This is an optimization exercise on Yosys and OpenROAD, whose aim is small area, not a production implementation.
Only simulation tests tie the RTL to the original design; equivalence was not proved.

==> flow/design.v <==
module goertzel
#(
	parameter [31:0] bin_coeff = 32'd16413441
)
(
    input clk,
    input reset,
    input advance_in,
    input logic signed [23:0] input_sig,
    output logic signed [63:0] power,
    output logic advance
);
localparam int K  = 6;                        
localparam int VW = 51;                       
localparam int PW = 43;                       
localparam int NS = (VW + K - 1) / K;         
localparam int CS = 4;                        
localparam int NCS = CS + 1;                  
localparam logic [K*CS-1:0]  CX  = bin_coeff[K*CS-1:0];
localparam logic [K*NCS-1:0] CXW = bin_coeff[K*NCS-1:0];
localparam logic [K*NCS-1:0] NCX = ~CXW + 1'b1;
localparam int S_UPD  = CS + 1;               
localparam int S_SQ0  = CS + 2;               
localparam int S_T1   = S_SQ0 + NS;           
localparam int S_PR0  = S_T1 + 1;             
localparam int S_Q    = S_PR0 + NS;           
localparam int S_QC0  = S_Q + 1;              
localparam int S_QC1  = S_QC0 + NCS - 1;      
localparam int S_FIN  = S_QC1 + 1;            
logic signed [VW-1:0] v1, v2;
logic [63:0]          H;                      
logic signed [PW-1:0] R;                      
logic signed [PW-1:0] pw;
logic                 p;
logic [9:0]           n;
logic [4:0]           st;
logic [1:0]           mode;                   
assign power = {{(64-PW){pw[PW-1]}}, pw};
logic pulse, end_blk, upd_pulse;
assign pulse     = advance_in;
assign end_blk   = pulse & p & (n == 10'd1023);
assign upd_pulse = pulse & ~(p & (n == 10'd1022));
logic m_c, m_nc, m_v1, m_v2;                  
logic first, c_first;
logic op_sub, op_add, op_h;                   
logic a_v2, a_r;                              
logic [3:0] sl;
always_comb begin
    m_c = 1'b0; m_nc = 1'b0; m_v1 = 1'b0; m_v2 = 1'b0;
    first = 1'b0; c_first = 1'b0; sl = '0;
    op_sub = 1'b0; op_add = 1'b0; op_h = 1'b0; a_v2 = 1'b0; a_r = 1'b0;
    begin : sched
        for (int i = 1; i <= CS; i++)
            if (st == 5'(i)) begin
                m_c = 1'b1; sl = 4'(CS - i); first = (i == 1); c_first = (i == 1);
            end
        if (st == 5'(S_UPD)) begin
            op_add = 1'b1; op_h = 1'b1; a_v2 = 1'b1;
        end
        for (int i = S_SQ0; i < S_T1; i++)
            if (st == 5'(i) && mode != 0) begin
                m_v1 = 1'b1; sl = 4'(S_T1 - 1 - i); first = (i == S_SQ0);
            end
        if (st == 5'(S_T1) && mode != 0) begin
            op_h = 1'b1; op_add = mode[1]; a_r = 1'b1;
        end
        for (int i = S_PR0; i < S_Q; i++)
            if (st == 5'(i) && mode == 2) begin
                m_v2 = 1'b1; sl = 4'(S_Q - 1 - i); first = (i == S_PR0);
            end
        if (st == 5'(S_Q) && mode == 2) op_h = 1'b1;
        for (int i = S_QC0; i <= S_QC1; i++)
            if (st == 5'(i) && mode == 2) begin
                m_nc = 1'b1; sl = 4'(S_QC1 - i); first = (i == S_QC0);
            end
        if (st == 5'(S_FIN) && mode == 2) begin
            op_h = 1'b1; op_add = 1'b1; a_r = 1'b1;
        end
        if (!(m_c | m_nc | m_v1 | m_v2 | op_h)) begin
            op_sub = 1'b1; a_v2 = 1'b1;
        end
    end
end
logic [K:0]      bf;                          
logic [NS*K:0]   v1f, v2f;
logic [K*CS:0]   cxf;
logic [K*NCS:0]  ncxf;
assign v1f  = {{(NS*K-VW+1){v1[VW-1]}}, v1, 1'b0};
assign v2f  = {{(NS*K-VW+1){v2[VW-1]}}, v2, 1'b0};
assign cxf  = {CX, 1'b0};
assign ncxf = {NCX, 1'b0};
always_comb begin
    bf = '0;
    if (op_sub) bf = {{K{1'b1}}, 1'b0};       
    if (op_add) bf = {{(K-1){1'b0}}, 2'b10};  
    for (int i = 0; i < NS; i++)
        if (sl == 4'(i)) bf = bf | ({(K+1){m_v1}} & v1f[K*i +: K+1]) | ({(K+1){m_v2}} & v2f[K*i +: K+1]);
    for (int i = 0; i < CS; i++)
        if (m_c && sl == 4'(i)) bf = cxf[K*i +: K+1];
    for (int i = 0; i < NCS; i++)
        if (m_nc && sl == 4'(i)) bf = ncxf[K*i +: K+1];
end
logic [VW-1:0] am;
logic [63:0]   A, acc_in, H_next, h;
logic          r;
assign am = a_v2 ? v2 : a_r ? VW'(R) : v1;
assign A  = {{(64-VW){am[VW-1]}}, am};
assign h = {{23{H[63]}}, H[63:23]};
assign r = H[63] & (|H[22:0]);
assign acc_in = op_sub  ? {{40{input_sig[23]}}, input_sig} :
                op_h    ? h :
                c_first ? (A << K) :
                first   ? 64'd0 : (H << K);
localparam int ND = K / 2;
logic [63:0] pp [0:ND-1];
logic [ND-1:0] pneg;
genvar gt, gc;
generate
    for (gt = 0; gt < ND; gt++) begin : g_booth
        logic b0, b1, b2, one, two, neg;
        logic [63:0] m;
        assign b0 = bf[2*gt];
        assign b1 = bf[2*gt+1];
        assign b2 = bf[2*gt+2];
        assign one = b1 ^ b0;
        assign two = (b2 & ~b1 & ~b0) | (~b2 & b1 & b0);
        assign neg = b2 & ~(b1 & b0);
        assign m = ({64{one}} & (A << (2*gt))) | ({64{two}} & (A << (2*gt+1)));
        assign pp[gt] = (m ^ {64{neg}}) & ({64{1'b1}} << (2*gt));
        assign pneg[gt] = neg;
    end
endgenerate
logic [63:0] acc_x, pp1x, s1, c1, s2, c2;
assign acc_x = acc_in | {59'd0, pneg[2], 1'b0, pneg[1], 2'b0};
assign pp1x  = pp[1] | {63'd0, pneg[0]};
assign c1[0] = 1'b0;
assign c2[0] = 1'b0;
generate
    for (gc = 0; gc < 64; gc++) begin : g_csa
        logic a0, a1, a2, b0, b1, b2;
        assign a0 = acc_x[gc];
        assign a1 = pp[0][gc];
        assign a2 = pp1x[gc];
        assign s1[gc] = a0 ^ a1 ^ a2;
        if (gc < 63) assign c1[gc+1] = (a0 & a1) | (a2 & (a0 ^ a1));
        assign b0 = s1[gc];
        assign b1 = c1[gc];
        assign b2 = pp[2][gc];
        assign s2[gc] = b0 ^ b1 ^ b2;
        if (gc < 63) assign c2[gc+1] = (b0 & b1) | (b2 & (b0 ^ b1));
    end
endgenerate
logic [64:0] rc;
assign rc[0] = op_h & r;
generate
    for (gc = 0; gc < 64; gc++) begin : g_cpa
        assign H_next[gc] = s2[gc] ^ c2[gc] ^ rc[gc];
        assign rc[gc+1] = (s2[gc] & c2[gc]) | (rc[gc] & (s2[gc] ^ c2[gc]));
    end
endgenerate
always_ff @(posedge clk) begin
    H <= H_next;
    if ((st == 5'(S_T1) && mode != 0) || (st == 5'(S_FIN) && mode == 2)) R <= H_next[PW-1:0];
    if (reset) begin
        v1 <= '0; v2 <= '0; pw <= '0;
        p <= 1'b0; n <= '0; st <= '0; mode <= '0; advance <= 1'b0;
    end else begin
        if (st != 0) st <= st + 5'd1;
        if (st == 5'(S_UPD)) begin
            v1 <= H_next[VW-1:0];
            v2 <= v1;
        end
        if (st == 5'(S_Q) && mode == 2) begin
            v1 <= H_next[VW-1:0];
            v2 <= '0;
        end
        if (pulse) begin
            p <= 1'b1;
            if (p) begin
                n <= n + 10'd1;
                advance <= (n == 10'd1023);
            end
            if (upd_pulse) begin
                v2 <= H_next[VW-1:0];
                st <= 5'd1;
                mode <= (p && n == 10'd1020) ? 2'd1 : (p && n == 10'd1021) ? 2'd2 : 2'd0;
            end
            if (end_blk) begin
                pw <= R;
                v1 <= '0;
            end
        end
    end
end
endmodule
Settings: LEC_CHECK=0, CAP_MARGIN=20, CORE_MARGIN=2, CORE_UTILIZATION=50, SLEW_MARGIN=20; clock period 40.0 ns.
standard.sh (not shown) runs the stock make flow with config.mk's settings and CLKGATE_MAP_FILE= SYNTH_SCRIPT=/design/flow/synth_recipe.tcl, a recipe that flattens the netlist after the stock synthesis.
==> flow/flow/run.sh <==
#!/bin/bash
# Layout flow: the standard flow (standard.sh) with three changes that keep
# the design, its registers and its constraints as they are:
#  1. after the standard synthesis, the combinational gates are mapped again
#     by ABC with an area-oriented script (remap.ys, remap.abc); the
#     flip-flops, full/half adders and tie cells stay as the standard
#     synthesis made them;
#  2. the input and output ports are buffered with buf_1 cells;
#  3. clock tree synthesis uses the buffers below and no dummy loads.
# Each tool's output goes to a log file of its own in this folder.
set -euo pipefail
here=$PWD
res=$here/orfs/results/sky130hd/goertzel/base
yosys_bin=/OpenROAD-flow-scripts/tools/install/yosys/bin/yosys

bash standard.sh synth > flow_1_synth.log 2>&1
cp "$res/1_2_yosys.v" "$here/std_1_2_yosys.v"
sed -e "s#@LIB@#$FLOW_HOME/platforms/sky130hd/lib/sky130_fd_sc_hd__tt_025C_1v80.lib#g" \
    -e "s#@IN@#$here/std_1_2_yosys.v#g" \
    -e "s#@OUT@#$res/1_2_yosys.v#g" \
    -e "s#@TMP@#$here/remap_tmp.v#g" -e "s#@ABC@#$here/flow/remap.abc#g" flow/remap.ys > remap_run.ys
"$yosys_bin" -s remap_run.ys > flow_2_remap.log 2>&1
rm -f "$res/1_synth.odb" "$res/1_synth.sdc"

export BUFFER_PORTS_ARGS="-buffer_cell sky130_fd_sc_hd__buf_1"
export CTS_ARGS="-sink_clustering_enable -repair_clock_nets -dont_use_dummy_load -buf_list sky130_fd_sc_hd__clkbuf_8 -sink_clustering_size 16 -sink_clustering_max_diameter 60"
bash standard.sh > flow_3_layout.log 2>&1
==> flow/flow/remap.abc <==
&get -n
&st
&deepsyn -T 60
&dch
&nf -R 1000
&put
topo
==> flow/flow/remap.ys <==
# Map the combinational gates of the standard synthesis again, for area.
# The flip-flops, full/half adders and tie cells are kept as they are.
read_liberty -ignore_miss_func @LIB@
blackbox sky130_fd_sc_hd__*df* sky130_fd_sc_hd__fa_* sky130_fd_sc_hd__ha_* sky130_fd_sc_hd__conb_*
read_verilog @IN@
hierarchy -check -top goertzel
flatten
opt -purge
abc -liberty @LIB@ -dont_use sky130_fd_sc_hd__probe* -dont_use sky130_fd_sc_hd__lpflow* -dont_use sky130_fd_sc_hd__clkdly* -dont_use sky130_fd_sc_hd__dlygate* -dont_use sky130_fd_sc_hd__dlymetal* -script @ABC@
opt_clean -purge
write_verilog -noattr -selected @TMP@
design -reset
read_liberty -lib @LIB@
read_verilog @TMP@
hierarchy -check -top goertzel
hilomap -singleton -hicell sky130_fd_sc_hd__conb_1 HI -locell sky130_fd_sc_hd__conb_1 LO
insbuf -buf sky130_fd_sc_hd__buf_4 A X
splitnets
opt_clean -purge
check -assert -mapped
tee -o remap_stat.txt stat -liberty @LIB@
write_verilog -noattr -nohex -nodec @OUT@
==> next run, changes <==
--- a/flow/design.v
+++ b/flow/design.v
@@ -46,13 +46,15 @@
 logic a_v2, a_r;                              
 logic [3:0] sl;
 always_comb begin
     m_c = 1'b0; m_nc = 1'b0; m_v1 = 1'b0; m_v2 = 1'b0;
     first = 1'b0; c_first = 1'b0; sl = '0;
     op_sub = 1'b0; op_add = 1'b0; op_h = 1'b0; a_v2 = 1'b0; a_r = 1'b0;
-    begin : sched
+    if (upd_pulse) begin
+        op_sub = 1'b1; a_v2 = 1'b1;
+    end else begin
         for (int i = 1; i <= CS; i++)
             if (st == 5'(i)) begin
                 m_c = 1'b1; sl = 4'(CS - i); first = (i == 1); c_first = (i == 1);
             end
         if (st == 5'(S_UPD)) begin
             op_add = 1'b1; op_h = 1'b1; a_v2 = 1'b1;
@@ -72,15 +74,12 @@
         for (int i = S_QC0; i <= S_QC1; i++)
             if (st == 5'(i) && mode == 2) begin
                 m_nc = 1'b1; sl = 4'(S_QC1 - i); first = (i == S_QC0);
             end
         if (st == 5'(S_FIN) && mode == 2) begin
             op_h = 1'b1; op_add = 1'b1; a_r = 1'b1;
-        end
-        if (!(m_c | m_nc | m_v1 | m_v2 | op_h)) begin
-            op_sub = 1'b1; a_v2 = 1'b1;
         end
     end
 end
 logic [K:0]      bf;                          
 logic [NS*K:0]   v1f, v2f;
 logic [K*CS:0]   cxf;
@@ -121,44 +120,44 @@
         logic [63:0] m;
         assign b0 = bf[2*gt];
         assign b1 = bf[2*gt+1];
         assign b2 = bf[2*gt+2];
         assign one = b1 ^ b0;
         assign two = (b2 & ~b1 & ~b0) | (~b2 & b1 & b0);
-        assign neg = b2 & ~(b1 & b0);
+        assign neg = b2;
         assign m = ({64{one}} & (A << (2*gt))) | ({64{two}} & (A << (2*gt+1)));
         assign pp[gt] = (m ^ {64{neg}}) & ({64{1'b1}} << (2*gt));
         assign pneg[gt] = neg;
     end
 endgenerate
-logic [63:0] acc_x, pp1x, s1, c1, s2, c2;
-assign acc_x = acc_in | {59'd0, pneg[2], 1'b0, pneg[1], 2'b0};
-assign pp1x  = pp[1] | {63'd0, pneg[0]};
-assign c1[0] = 1'b0;
-assign c2[0] = 1'b0;
+logic [63:0] cs_s [0:ND];
+logic [63:0] cs_c [0:ND];
+assign cs_s[0] = acc_in;
+assign cs_c[0] = {59'd0, pneg[2], 1'b0, pneg[1], 1'b0, pneg[0]};
 generate
-    for (gc = 0; gc < 64; gc++) begin : g_csa
-        logic a0, a1, a2, b0, b1, b2;
-        assign a0 = acc_x[gc];
-        assign a1 = pp[0][gc];
-        assign a2 = pp1x[gc];
-        assign s1[gc] = a0 ^ a1 ^ a2;
-        if (gc < 63) assign c1[gc+1] = (a0 & a1) | (a2 & (a0 ^ a1));
-        assign b0 = s1[gc];
-        assign b1 = c1[gc];
-        assign b2 = pp[2][gc];
-        assign s2[gc] = b0 ^ b1 ^ b2;
-        if (gc < 63) assign c2[gc+1] = (b0 & b1) | (b2 & (b0 ^ b1));
+    for (gt = 0; gt < ND; gt++) begin : g_row
+        for (gc = 0; gc < 64; gc++) begin : g_col
+            logic a0, a1, a2;
+            assign a0 = cs_s[gt][gc];
+            assign a1 = cs_c[gt][gc];
+            assign a2 = pp[gt][gc];
+            assign cs_s[gt+1][gc] = a0 ^ a1 ^ a2;
+            if (gc < 63) assign cs_c[gt+1][gc+1] = (a0 & a1) | (a2 & (a0 ^ a1));
+        end
+        assign cs_c[gt+1][0] = 1'b0;
     end
 endgenerate
 logic [64:0] rc;
 assign rc[0] = op_h & r;
 generate
     for (gc = 0; gc < 64; gc++) begin : g_cpa
-        assign H_next[gc] = s2[gc] ^ c2[gc] ^ rc[gc];
-        assign rc[gc+1] = (s2[gc] & c2[gc]) | (rc[gc] & (s2[gc] ^ c2[gc]));
+        logic a0, a1;
+        assign a0 = cs_s[ND][gc];
+        assign a1 = cs_c[ND][gc];
+        assign H_next[gc] = a0 ^ a1 ^ rc[gc];
+        assign rc[gc+1] = (a0 & a1) | (rc[gc] & (a0 ^ a1));
     end
 endgenerate
 always_ff @(posedge clk) begin
     H <= H_next;
     if ((st == 5'(S_T1) && mode != 0) || (st == 5'(S_FIN) && mode == 2)) R <= H_next[PW-1:0];
     if (reset) begin
=> Final cell count rose by about 24%. Wire length rose by about 30%. Hold slack degrades by 10 ps. Die area rose by about 9%. Setup slack degrades by 2100 ps. Clock skew rose by 35 ps. Non-clock buffer count rose by 54. Design area rose by about 12%. Sequential cell count stays the same.

==> re-timing with driven ports <==
The results above use ideal ports. As a check the final layouts listed here were re-extracted and re-timed, cells and wires unchanged.
Step 1 sets driving cells, clkbuf_16 on the clock port and buf_2 on the other inputs (assumed; they add their load-dependent delay and slew).
Step 2, shift: input delay + t, output delay - t, t = (earliest + latest rising clock arrival at the registers) / 2. This alone moves slack from input paths to output paths.
Three values: ideal ports, drivers, drivers and shift; two values: the first two.
run | shift t [ns] | setup slack, ns | latest minus earliest clock arrival (ns) | worst slew at a driven data input, ns
the first run | 0.663 | 3.433 / 3.462 / 2.798 | 0.057 / 0.057 | 0.04
the second run | 0.668 | 1.357 / 1.382 / 0.714 | 0.092 / 0.092 | 0.06
After both steps every run listed still meets setup and hold. For the second run, which loses most, drivers alone change the setup slack by +0.025 ns; drivers and shift together by -0.643 ns.
